This design comes from an exercise in tuning for small area on the open sky130 flow, not from production work. The RTL was checked by simulation tests, not by an equivalence proof against the original design. The clock input has no modelled driver; a real chip could not lean on it and would need a root buffer or a full tree. Power is estimated from default activity; no workload was simulated.

== red ==
Design uart_tx, start of the top module:
module uart_tx(
    input wire i_clk,
    input wire i_rst,
    input wire i_start,
    input wire [7:0] i_data,
    output reg o_tx,
    output reg o_busy
    );
Size in the first run: about 81 cells after synthesis, about 13 I/O pins, about 850 µm² of cells after synthesis.
clock: 10.0 ns
lec_check: 0
cap_margin: 20
core_area: 2.3 2.72 57.5 59.84
die_area: 0 0 59.8 62.56
place_density: 0.95
slew_margin: 20
standard.sh (not shown) runs the stock make flow with config.mk's settings and CLKGATE_MAP_FILE= SYNTH_SCRIPT=/design/flow/synth_recipe.tcl, a recipe that flattens the netlist after the stock synthesis.
==> flow/flow/run.sh <==
#!/bin/bash
# Own layout flow: the standard flow (standard.sh) with these changes.
# 1. Synthesis runs the standard script (synth_recipe.tcl) with an area-only
#    ABC mapping script (no buffering or upsizing) and without the half-adder
#    extraction step, through a copy of ORFS's scripts folder (SCRIPTS_DIR).
# 2. Port buffers are the smallest buffer cell, buf_1.
# 3. Clock tree: one clock buffer, driven by the clock port, drives every
#    register (manual_cts.tcl, in place of clock_tree_synthesis; the rest of
#    ORFS's cts step, timing repair and placement, runs as usual).
# Each step writes its full output to a log of its own in this folder.
set -euo pipefail
WORK=$(pwd)
rm -rf "$WORK/own_scripts"
cp -r "$FLOW_HOME/scripts" "$WORK/own_scripts"
cp "$WORK/flow/abc_area.script" "$WORK/own_scripts/abc_area.script"
cp "$WORK/flow/abc_area.script" "$WORK/own_scripts/abc_speed.script"
sed -i 's|^log_cmd clock_tree_synthesis .*$|source $::env(MANUAL_CTS_TCL)|' "$WORK/own_scripts/cts.tcl"
grep -q MANUAL_CTS_TCL "$WORK/own_scripts/cts.tcl"

ADDER_MAP_FILE= SCRIPTS_DIR="$WORK/own_scripts" \
  bash standard.sh synth > "$WORK/step1_synth.log" 2>&1
IO_CONSTRAINTS="$WORK/flow/io.tcl" BUFFER_PORTS_ARGS="-buffer_cell sky130_fd_sc_hd__buf_1" \
  bash standard.sh floorplan place > "$WORK/step2_floorplan_place.log" 2>&1
SCRIPTS_DIR="$WORK/own_scripts" MANUAL_CTS_TCL="$WORK/flow/manual_cts.tcl" \
  MANUAL_CTS_PORT=i_clk MANUAL_CTS_BUF=sky130_fd_sc_hd__buf_8 \
  bash standard.sh cts > "$WORK/step3_cts.log" 2>&1
bash standard.sh > "$WORK/step4_route_finish.log" 2>&1
==> flow/flow/io.tcl <==
# All ports on the bottom edge, so the cells (and the clock sinks) gather in
# one part of the core.
set_io_pin_constraint -region bottom:* -pin_names [concat [get_ports *]]
Other scripts of this flow, unchanged in this note and not shown: flow/flow/abc_area.script, flow/flow/manual_cts.tcl
> inputs changed (red -> blue)
- GPL_ROUTABILITY_DRIVEN now 0, previously not set
- GPL_TIMING_DRIVEN now 0, previously not set
### Flow results
What blue reported for HPWL after detailed placement has to be multiplied by 1.05 to get the figure for red. Any difference in number of instances in the synthesized netlist between blue and red is small enough to ignore. The number of vias in the routed layout in blue sits 18 below the value recorded for red. Summary: with red as the reference, sum of met2 wire segment lengths after detailed routing in blue moved down by a few percent. The fmax on red is in line with that on blue. Against red as the reference, blue delivers a lower worst hold slack. Delta (blue minus red): time the final worst path needs with I/O delays and setup about even, die extent in y neither gained nor lost much.
--- input diff blue..green ---
- GPL_ROUTABILITY_DRIVEN: 0 -> unset
- GPL_TIMING_DRIVEN: 0 -> unset
diff --git a/flow/flow/run.sh b/flow/flow/run.sh
--- a/flow/flow/run.sh
+++ b/flow/flow/run.sh
@@ -20,5 +20,5 @@
 ADDER_MAP_FILE= SCRIPTS_DIR="$WORK/own_scripts" \
   bash standard.sh synth > "$WORK/step1_synth.log" 2>&1
-IO_CONSTRAINTS="$WORK/flow/io.tcl" BUFFER_PORTS_ARGS="-buffer_cell sky130_fd_sc_hd__buf_1" \
+BUFFER_PORTS_ARGS="-buffer_cell sky130_fd_sc_hd__buf_1" \
   bash standard.sh floorplan place > "$WORK/step2_floorplan_place.log" 2>&1
 SCRIPTS_DIR="$WORK/own_scripts" MANUAL_CTS_TCL="$WORK/flow/manual_cts.tcl" \
removed: flow/flow/io.tcl
--- outcome ---
In green relative to blue, total vias in the final route had gone up slightly.
Power share of the combinational group down 0.3 points in green wrt blue
Summary of green over blue: final critical-path required period moved up; global-route usage moved up; wire length of the first global-routing pass moved up; utilization level.
Comparing blue with green, the proportion of layout cells with a drive suffix above 1 came out essentially unchanged.
No run of this note takes its clock network from TritonCTS; it comes from the design's own scripts or RTL.

==> separate check: timing with driven ports <==
How much do the figures lean on ideal ports? The routed layouts below were timed once more, with nothing changed but the port constraints.
Step 1 assumes that a clkbuf_16 drives the clock port and a buf_2 every other input.
Step 2 times the ports against the registers' clock, not the clock port: input delays grow and output delays shrink by t, the midpoint of the rising clock arrivals with the driver on.
a / b / c = ideal ports / drivers / drivers and shift; a / b = the first two.
| run | shift t [ns] | slack for setup (ns) | worst register clock-pin slew, ns |
|---|---|---|---|
| red | 0.169 | 7.348 / 7.321 / 7.469 | 0.12 / 0.12 |
| blue | 0.164 | 7.349 / 7.324 / 7.408 | 0.12 / 0.12 |
| green | 0.171 | 7.321 / 7.296 / 7.421 | 0.13 / 0.13 |
After both steps setup and hold are still met in every run listed.
